From an optimization exercise on the open Yosys and OpenROAD flow, aimed at small area, a short achievable clock period and few clock cycles; shortcuts taken in it are not production practice.
The RTL was checked by simulation tests, not by an equivalence proof against the original design.
Power figures rest on the tool's default switching activity, not on a simulated workload.

<file path="design/flow/run.sh">
#!/bin/bash
# synth_recipe.tcl (not shown) runs the flow's synth.tcl, then flattens the netlist and writes it again
# the make line also repeats each setting of config.mk as NAME=value (left out here)
make -C /OpenROAD-flow-scripts/flow DESIGN_CONFIG=/design/flow/config.mk WORK_HOME=/design/flow/orfs CLKGATE_MAP_FILE= SYNTH_SCRIPT=/design/flow/synth_recipe.tcl finish
</file>
<file path="design/flow/config.mk">
export PLATFORM = sky130hd
export DESIGN_NAME = mat_trans
export DESIGN_NICKNAME = mat_trans
export VERILOG_FILES = /design/flow/design.v
export SDC_FILE = /design/flow/constraint.sdc
export NUM_CORES = 4
export LEC_CHECK = 0
export ABC_CLOCK_PERIOD_IN_PS = 2000
export CAP_MARGIN = 20
export CORE_MARGIN = 2
export CORE_UTILIZATION = 71
export CTS_CLUSTER_DIAMETER = 80
export CTS_CLUSTER_SIZE = 30
export PLACE_DENSITY = 0.81
export SETUP_SLACK_MARGIN = 3.9
export SLEW_MARGIN = 20
</file>
<file path="design/flow/constraint.sdc">
create_clock -name core_clock -period 6.0 [get_ports {clk}]
set_input_delay 1.2000 -clock core_clock [delete_from_list [all_inputs] [get_ports {clk}]]
set_output_delay 1.2000 -clock core_clock [all_outputs]
set_load 0.01 [all_outputs]
</file>
<file path="design/flow/design.v">
module spram (
    input clk,
    input en,
    input hold,
    input wire [31:0] din,
    output wire [31:0] dout
);
reg [31:0] w [0:7];
integer i;
always @(posedge clk) begin
    for (i = 0; i < 7; i = i + 1)
        w[i] <= ~((w[i] | {32{en}}) & (w[i+1] | {32{hold}}));
    w[7] <= ~((w[7] | {32{en}}) & (din | {32{hold}}));
end
assign dout = w[0];
endmodule
module mat_trans (
    input clk,
    input rstn,
    input in_req,
    input in_vld,
    input out_ack,
    input wire [31:0] in_data,
    output in_ack,
    output reg out_req,
    output reg out_vld,
    output reg [31:0] out_data
);
reg vq;
reg [31:0] dq;
reg in_ack_q;
reg fr_on;           
reg fr_in;           
reg fr_out;          
reg st_full;         
reg mode;
reg [5:0] c;         
reg c0_q, c63_q;     
reg [7:0] sel;       
reg o_on;            
reg [5:0] o_n;       
reg [7:0] osel;      
reg [7:0] lt;        
reg can_q;           
reg fl_q;            
reg [7:0] en_q;      
reg [7:0] hd_q;      
reg [3:0] par_i;
reg [3:0] par_o;
assign in_ack = in_ack_q;
wire in_grant  = in_req & in_ack_q;
wire out_grant = out_req & out_ack;
wire ld      = o_on & fr_on & fr_out & can_q;
wire ld_g    = out_grant & fr_on & fr_out & c0_q & !o_on;
wire step    = (vq & fr_in) | fl_q;
wire fr_last = step & c63_q;
wire open    = (fr_last | !fr_on) & (st_full | in_grant);
wire o_last  = (o_n == 6'd63);
wire [7:0] sel_inc  = (mode | (c[2:0] == 3'd7)) ? {sel[6:0], sel[7]} : sel;
wire [7:0] osel_inc = (mode | (o_n[2:0] == 3'd7)) ? {osel[6:0], osel[7]} : osel;
wire c62 = (c == 6'd62);
wire fr_on_n   = open | (fr_on & !fr_last);
wire fr_in_n   = open ? in_grant : (fr_in | in_grant);
wire fr_out_n  = open ? st_full : (fr_out & !(ld & o_last));
wire st_full_n = open ? in_grant : (st_full | in_grant);
wire mode_n    = mode ^ open;
wire [5:0] c_n = open ? 6'd0 : (step ? c + 6'd1 : c);
wire c0_n      = open | (c0_q & !step);
wire c63_n     = !open & (step ? c62 : c63_q);
wire [7:0] sel_n = open ? 8'd1 : (step ? sel_inc : sel);
wire in_last   = in_vld & fr_in & c63_n;
wire pend_n    = in_last | (out_req & !out_grant);
wire o_on_n    = out_grant | (o_on & !(ld & o_last));
wire [5:0] o_n_n = out_grant ? {5'd0, ld_g} : (ld ? o_n + 6'd1 : o_n);
wire [7:0] osel_n = open ? 8'd1 :
                    out_grant ? ((ld_g & mode) ? 8'd2 : 8'd1) :
                    ld ? osel_inc : osel;
wire on_low0_n = out_grant ? !ld_g : (ld ? (o_n[2:0] == 3'd7) : (o_n[2:0] == 3'd0));
wire [7:0] lt_n = (open | out_grant) ? {7'd0, ld_g} :
                  (ld & !step) ? {lt[6:0], 1'b1} :
                  (step & !ld) ? {1'b0, lt[7:1]} : lt;
wire can_n = mode_n ? !lt_n[7] : (!lt_n[0] | on_low0_n);
wire [7:0] lt_f = out_grant ? {7'd0, ld_g} :
                  (ld & !fl_q) ? {lt[6:0], 1'b1} :
                  (fl_q & !ld) ? {1'b0, lt[7:1]} : lt;
wire fl_n = fr_on & !fr_in & !in_grant & !(fl_q & c63_q) &
            (fl_q | (o_on_n & fr_out_n & (mode ? lt_f[7] : lt_f[0])));
always @(posedge clk or negedge rstn) begin
    if (!rstn) begin
        fr_on <= 1'b0; fr_in <= 1'b0; fr_out <= 1'b0; st_full <= 1'b0;
        mode <= 1'b0; c <= 6'd0; c0_q <= 1'b1; c63_q <= 1'b0; sel <= 8'd1;
        out_req <= 1'b0; in_ack_q <= 1'b0;
        o_on <= 1'b0; o_n <= 6'd0; osel <= 8'd1; lt <= 8'd0; can_q <= 1'b0;
        out_vld <= 1'b0; fl_q <= 1'b0; en_q <= 8'd0; hd_q <= 8'hff;
        par_i <= 4'd0; par_o <= 4'd0; vq <= 1'b0;
    end else begin
        fr_on <= fr_on_n; fr_in <= fr_in_n; fr_out <= fr_out_n;
        st_full <= st_full_n; mode <= mode_n; c <= c_n;
        c0_q <= c0_n; c63_q <= c63_n; sel <= sel_n;
        out_req <= pend_n;
        in_ack_q <= !pend_n & (!fr_on_n | (!fr_in_n & c0_n & !fl_n));
        o_on <= o_on_n; o_n <= o_n_n; osel <= osel_n; lt <= lt_n; can_q <= can_n;
        out_vld <= ld | ld_g;
        fl_q <= fl_n;
        vq <= in_vld;
        en_q <= sel_n & {8{(in_vld & fr_on_n & fr_in_n) | fl_n}};
        hd_q <= ~(sel_n & {8{(in_vld & fr_on_n & fr_in_n) | fl_n}});
        par_i <= ~par_i;
        par_o <= ~par_o;
    end
end
always @(posedge clk) dq <= in_data;
wire [31:0] head [0:7];
genvar k;
generate for (k = 0; k < 8; k = k + 1) begin : g_ch
    spram u_ch (.clk(clk), .en(en_q[k]), .hold(hd_q[k]), .din(dq ^ {{8{par_i[3]}}, {8{par_i[2]}}, {8{par_i[1]}}, {8{par_i[0]}}}), .dout(head[k]));
end endgenerate
reg [31:0] omux;
integer j;
always @(*) begin
    omux = 32'd0;
    for (j = 0; j < 8; j = j + 1) omux = omux | (head[j] & {32{osel[j]}});
end
always @(posedge clk) out_data <= omux ^ {{8{par_o[3]}}, {8{par_o[2]}}, {8{par_o[1]}}, {8{par_o[0]}}};
endmodule
</file>
==> results of run 1 <==
-- layer usage --
metal,global-route usage [%],vias to the layer above,part of all wire [%]
met3,3.39,262,7.5
met2,47.2,1542,46
met4,7.96,0,2.8
met1,43.2,20500,44
li1,-,19400,-
met5,0,-,0
-- path summary, 6_finish.rpt --
check                                          start                   end  slack [ps]  cells after the start
worst max-delay path                     out_data[6]           out_data[6]        3550                      1
worst min-delay path            g_ch[7].u_ch.w[6][5]  g_ch[7].u_ch.w[5][5]         440                      1
worst max register to register               osel[2]          out_data[23]        3860                      4
worst min register to register  g_ch[7].u_ch.w[6][5]  g_ch[7].u_ch.w[5][5]         440                      1
max in group asynchronous                       rstn               osel[3]        4780                      1
min in group asynchronous                       rstn                  c[3]         530                      1
-- timing repair --
item / in CTS / in global routing
cloned: 3 / 4
gates resized for setup: 214 / 45
endpoints found under the hold margin: 0 / 0
buffers inserted: 28 / 15
setup endpoints to repair: 1336 / 1323
pin swaps: 4 / 11
-- final cells by class --
| cell class | count | area, µm² | share of cell area, % |
|---|---|---|---|
| clock buffers | 96 | 2180 | 3.30 |
| diodes | 1 | 2.50 | 0.00379 |
| multi-input cells | 2453 | 15900 | 24.2 |
| flip-flops and latches | 2186 | 44300 | 67.1 |
| repair buffers | 165 | 1980 | 3.00 |
| well taps | 1155 | 1450 | 2.19 |
| inverters | 17 | 63.8 | 0.0968 |
| clock inverters | 6 | 60.1 | 0.0911 |
-- kinds of logic after synthesis --
kind of cell / Yosys count
AOI/OAI and AO/OA: 2227
DFF: 2186
buffers and inverters: 511
and+or+nand+nor: 140
xor gates and xnor gates: 71
muxes: 9
adders and majority gates: 6
-- layout by cell type, fill, tap and decap left out, types with 4 or more instances in the layout --
cell and instances:
clkbuf_1 10, a21oi_1 12, o22ai_1 2049, clkbuf_16 89, mux2i_1 7, clkdlybuf4s50_1 33, dfrtp_1 46, buf_4 45
buf_16 12, nand2b_1 8, nand4_1 35, a22oi_1 130, nand3_1 4, xor2_2 8, xor2_1 27, dfstp_4 9
buf_2 13, nor3_1 6, dfxtp_2 19, a222oi_1 6, dfrtp_2 4, dfrtp_4 13, dfxtp_4 4, dfxtp_1 2089
o21ai_0 5, buf_6 37, nand2_1 32, nor2_1 28, ha_1 6, buf_12 16, inv_2 4, inv_1 13
xnor2_1 33
-- flip-flops by register name (all words and copies together) (netlist names), 4 cells and up --
register	cells
lt	8
o_n	6
en_q	8
par_o	4
dq	32
osel	8
g_ch.u_ch.w	2048
par_i	4
c	6
out_data	32
hd_q	8
sel	8
-- power by group through the flow --
stage	clock network, mW	registers, mW	logic (mW)
floorplan	0	26.0	11.2
global placement	0	28.2	12.2
detailed placement	0	28.6	12.9
CTS	6.78	28.0	13.9
global route	7.28	28.9	16.0
finish	6.74	28.0	14.8
-- stage by stage --
step | area, µm² | total power [mW] | instances | worst slack (ps) | utilization, %
6_report | 65900 | 49.5 | 6079 | 3550 | 76.2
5_1_grt | 65900 | 52.1 | 6078 | 3530 | 76.2
4_1_cts | 65400 | 48.6 | 6059 | 3540 | 75.6
3_5_place_dp | 62600 | 41.6 | 5926 | 2570 | 72.4
3_3_place_gp | 62600 | 40.3 | 5926 | 2560 | 72.4
2_1_floorplan | 61800 | 37.3 | 5150 | 3590 | -
==> flow_metrics.tcl, run 1 <==
set metrics [dict create \
    cts_buffer_depth 3 \
    fin_skew_ps 30.1 \
    slowest_delay_ps 450 \
    die_y_um 299 \
    path_delay_family "flip-flops" \
    grt_pass1_wl_mm 212 \
    power.switching_mw 17.2 \
    fin_crit_ps 2450 \
    grt_max_degree 224 \
    synth_commonest_cells "dfxtp_1, o22ai_1, clkbuf_1, a22oi_1, dfrtp_1" \
    whs_ps 438 \
    syn_nets 5193 \
    cts-root-buf "clkbuf_16" \
    setup_violations 0 \
    synth.area.mux_share_pct 0.150 \
    ctsHtreeMaxLevel 3 \
    synth_top_family_by_area "compound AO/OA/AOI/OAI gates" \
    drive_gt1_share_pct 6.52 \
    io_buffers 71 \
    critPathKind "reg2out" \
    power_density_nw_per_um2 751 \
    fin_crit_sh_pct 40.8 \
    gp_congestion 0.804 \
    grt_pass1_vias 38100 \
    yosys.cell_types.count 49 \
    cp_max_fo 1 \
    postRouteAntennaNets 0 \
    cts_tree "done" \
    vias 41700 \
    tightest_slew_ps 1130 \
    synth_seq_area_share_pct 71.5 \
    grt_overflow 0 \
    cts.sinks 2186 \
    drv_cap 0 \
    synthFlopType "dfxtp_1" \
    p_sw_share_pct 34.8 \
    synth_compound_area_share_pct 22.9 \
    drt_iter0_markers 3903 \
    p_leak_nw 24.2 \
    path_buf_inv 1 \
    hold_class "reg2reg" \
    finalSetupTns_ps 0 \
    drcViolationCount 0 \
    syn_area_per_cell_um2 12.0 \
    antenna_found_initial 3 \
    synth_cells 5150 \
    pwr-share-clk_pct 13.6 \
    nNetsFinal 4949 \
    ir_worst_vdd_mv 0.465 \
    drt-total-wl_mm 142 \
    rows 108 \
    core_area_um2 86500 \
    synth_simple_gate_area_share_pct 1.18 \
    synth-xor-area-share_pct 1.01 \
    crit_path_cell_trace "buf_6" \
    slew_headroom_pct 24.4 \
    fmax_ghz 0.408 \
    required_ps 4800 \
    synth_seq_cells 2186 \
    power_frac_seq_pct 56.5 \
    drt_first_pass_iters 6 \
    combPwrFrac_pct 29.9 \
    top_level_ports 72 \
    dp_hpwl_mm 71.7 \
    n_fill_cell 5539 \
    yosysMostFrequentCell "dfxtp_1" \
    yosys-top-cells-area "dfxtp_1, o22ai_1, clkbuf_1" \
    status "finished clean" \
    startpoint_type "register" \
    cts_buffers 83 \
    finalMaxSlewViolations 0 \
    start_util_pct 71.4 \
    internal-power_mw 32.3 \
    via_per_inst 6.86 \
    die_area_um2 89300 \
    layout-area-overhead-vs-synth_pct 6.81 \
    cp.arrival_ps 1250 \
    path_clk_slew_ps 110 \
    die_width_um 299 \
    async_reset_ff_share_pct 3.39 \
    synth_top_area_share_pct 68.5 \
    ys_warn_count 3 \
    end_kind "output port" \
    rsz0062_at_grt "true" \
    wire_per_inst_um 23.3 \
    clk_latency_ps 680 \
    yosysTopAreaCell "dfxtp_1" \
    crit_slowest_cell "dfxtp_4" \
    hold_violations 0 \
    syn-cell-area_um2 61700 \
    synth_edf_count 0 \
    hold_buffers 0 \
    grt_util_all_layers_pct 29.5 \
    synth_fa_ha_area_share_pct 0.122 \
]
Testbench counts, summed over its fixed seeds: cycles 21,960.
==> inputs of run 2 (changes only) <==
==> design/flow/config.mk (replaced) <==
export PLATFORM = sky130hd
export DESIGN_NAME = mat_trans
export DESIGN_NICKNAME = mat_trans
export VERILOG_FILES = /design/flow/design.v
export SDC_FILE = /design/flow/constraint.sdc
export NUM_CORES = 4
export LEC_CHECK = 0
export ABC_CLOCK_PERIOD_IN_PS = 2000
export CAP_MARGIN = 10
export CORE_MARGIN = 2
export CORE_UTILIZATION = 70
export CTS_CLUSTER_DIAMETER = 75
export CTS_CLUSTER_SIZE = 28
export PLACE_DENSITY = 0.8
export SETUP_SLACK_MARGIN = 3.8
export SLEW_MARGIN = 10
==> run 2 against run 1 <==
Against the previous run:
- area after synthesis is the same
- largest power group unchanged
- non-clock buffer count down 31
- sequential share of layout area is 0.41 points higher
- critical path type unchanged
- critical endpoint is now out_vld
- combinational power down 5%
- still clean
==> flow_metrics.tcl, run 2 <==
set metrics [dict create \
    status "finished clean" \
    ys_warn_count 3 \
    wire_per_inst_um 21.9 \
    hold_class "reg2reg" \
    clk_latency_ps 680 \
    cts.sinks 2186 \
    die_width_um 301 \
    slew_headroom_pct 15.2 \
    startpoint_type "register" \
    syn_area_per_cell_um2 12.0 \
    critPathKind "reg2out" \
    drt_iter0_markers 2888 \
    rsz0062_at_grt "true" \
    drive_gt1_share_pct 5.64 \
    hold_buffers 0 \
    cts_buffer_depth 3 \
    drv_cap 0 \
    drcViolationCount 0 \
    finalMaxSlewViolations 0 \
    required_ps 4800 \
    fin_crit_sh_pct 40.0 \
    grt_pass1_vias 37500 \
    synth_top_area_share_pct 68.5 \
    drt-total-wl_mm 133 \
    layout-area-overhead-vs-synth_pct 6.12 \
    cp_max_fo 1 \
    grt_max_degree 217 \
    path_buf_inv 1 \
    synthFlopType "dfxtp_1" \
    nNetsFinal 4923 \
    cts_buffers 88 \
    largest_register_ffs 2048 \
    die_y_um 301 \
    register_area_um2 44300 \
    path_clk_slew_ps 100 \
    fmax_ghz 0.417 \
    final_common_cell "dfxtp_1" \
    fin_skew_ps 44.1 \
    cp.arrival_ps 1200 \
    synth_cells 5150 \
    grt_overflow 0 \
    finalSetupTns_ps 0 \
    die_area_um2 90600 \
    yosysTopAreaCell "dfxtp_1" \
    top_level_ports 72 \
    synth_commonest_cells "dfxtp_1, o22ai_1, clkbuf_1, a22oi_1, dfrtp_1" \
    ir_worst_vdd_mv 0.673 \
    tightest_slew_ps 1270 \
    vias 40800 \
    multi_input_area_um2 15800 \
    core_area_um2 87000 \
    yosys.cell_types.count 49 \
    cts-root-buf "clkbuf_16" \
    synth_seq_area_share_pct 71.5 \
    path_delay_family "flip-flops" \
    dp_hpwl_mm 69.2 \
    crit_path_cell_trace "buf_6" \
    power_density_nw_per_um2 747 \
    syn_nets 5193 \
    start_util_pct 70.9 \
    slowest_delay_ps 400 \
    synth_seq_cells 2186 \
    grt_pass1_wl_mm 203 \
    rows 108 \
    largest-register "g_ch.u_ch.w" \
    setup_violations 0 \
    grt_util_all_layers_pct 27.7 \
    yosys-top-cells-area "dfxtp_1, o22ai_1, clkbuf_1" \
    n_fill_cell 5806 \
    io_buffers 71 \
    synth_edf_count 0 \
    async_reset_ff_share_pct 3.39 \
    fin_crit_ps 2400 \
    antenna_found_initial 0 \
    yosysMostFrequentCell "dfxtp_1" \
    hold_violations 0 \
    p_leak_nw 24.0 \
    via_per_inst 6.74 \
    ctsHtreeMaxLevel 3 \
    dp_cells 5917 \
    reg.largest.list "g_ch.u_ch.w: 2048 flops, dq: 32 flops, out_data: 32 flops" \
    instances_no_fill 6052 \
    layout_common_cells "dfxtp_1, o22ai_1, a22oi_1" \
    gp_congestion 0.792 \
    syn-cell-area_um2 61700 \
    end_kind "output port" \
    crit_slowest_cell "dfrtp_1" \
    postRouteAntennaNets 0 \
    drt_first_pass_iters 6 \
    cts_tree "done" \
]
-- run 2: cell families (layout without fill, tap and decap cells) --
kind of cell,Yosys count,in the layout,share of synthesized area (%)
compound gates,2227,2227,22.9
buf+inv,511,257,3.13
xor+xnor,71,71,1.01
fa+ha+maj,6,6,0.122
mux,9,9,0.150
simple gates,140,140,1.18
flops,2186,2186,71.5
other cells,0,1,0
-- run 2: worst paths after layout --
kind / start / to / slack, ps / cells past startpoint
setup / recovery: out_vld / out_vld / 3600 / 1
hold / removal: g_ch[3].u_ch.w[1][16] / g_ch[3].u_ch.w[0][16] / 430 / 1
setup reg to reg: osel[6] / out_data[4] / 3770 / 4
hold reg to reg: g_ch[3].u_ch.w[1][16] / g_ch[3].u_ch.w[0][16] / 430 / 1
max in group asynchronous: rstn / osel[2] / 4510 / 1
min in group asynchronous: rstn / en_q[0] / 690 / 1
-- run 2: per-layer routing --
layer | GRT usage, % | routed length (µm)
met5 | 0 | 0
met4 | 7.12 | 3250
met3 | 3.35 | 8880
met1 | 41.4 | 62000
met2 | 43.3 | 58700
-- run 2: layout make-up --
type | count | share of cell area (%)
Sequential cell | 2186 | 67.6
Multi-Input combinational cell | 2453 | 24.1
Clock buffer | 100 | 3.53
Timing Repair Buffer | 134 | 2.40
Tap cell | 1155 | 2.21
Clock inverter | 6 | 0.107
Inverter | 17 | 0.0974
Antenna cell | 1 | 0.00382
-- run 2: repair_timing --
item	4_1_cts	5_1_grt
setup buffers	15	7
cloned	2	4
endpoints found under the hold margin	0	0
setup endpoints to repair	325	1198
pin swaps	3	4
resized for setup	204	31
-- run 2: stage by stage --
step / total power [mW] / setup slack, ps / area [µm²] / hold slack, ps / utilization [%]
2_1_floorplan: 37.3 / 3590 / 61800 / 412 / -
3_3_place_gp: 40.3 / 2600 / 62600 / 417 / 71.9
3_5_place_dp: 41.5 / 2540 / 62600 / 426 / 71.9
4_1_cts: 48.4 / 3580 / 65200 / 430 / 74.9
5_1_grt: 51.8 / 3580 / 65500 / 450 / 75.3
6_report: 49.0 / 3600 / 65500 / 428 / 75.3
-- run 2: power breakdown --
part / switching, mW / leakage [nW] / internal [mW]
Combinational: 7.40 / 4.16 / 6.61
Clock: 4.12 / 1.17 / 2.77
Sequential: 5.22 / 18.7 / 22.9
Total: 16.7 / 24.0 / 32.2

-- static timing again, ports no longer ideal --
In the flow no input, the clock included, has a driving cell. The finished layouts below were timed again as built, in two steps. Step 1, drivers: a clkbuf_16 drives clk and a buf_2 each remaining input, both assumed. Step 2 times the ports against the registers' clock, not the clock port: input delays grow and output delays shrink by t, the midpoint of the rising clock arrivals with the driver on. a / b / c = ideal ports / drivers / drivers and shift; a / b = the first two.
| run | t (ns) | setup slack, ns | latest minus earliest clock arrival (ns) | worst register clock-pin slew, ns |
|---|---|---|---|---|
| run 1 | 0.734 | 3.550 / 3.480 / 3.225 | 0.031 / 0.031 | 0.12 / 0.12 |
| run 2 | 0.726 | 3.602 / 3.537 / 3.105 | 0.046 / 0.046 | 0.11 / 0.11 |
After both steps setup and hold are still met in every run listed. For run 2, which loses most, drivers alone change the setup slack by -0.065 ns; drivers and shift together by -0.497 ns.
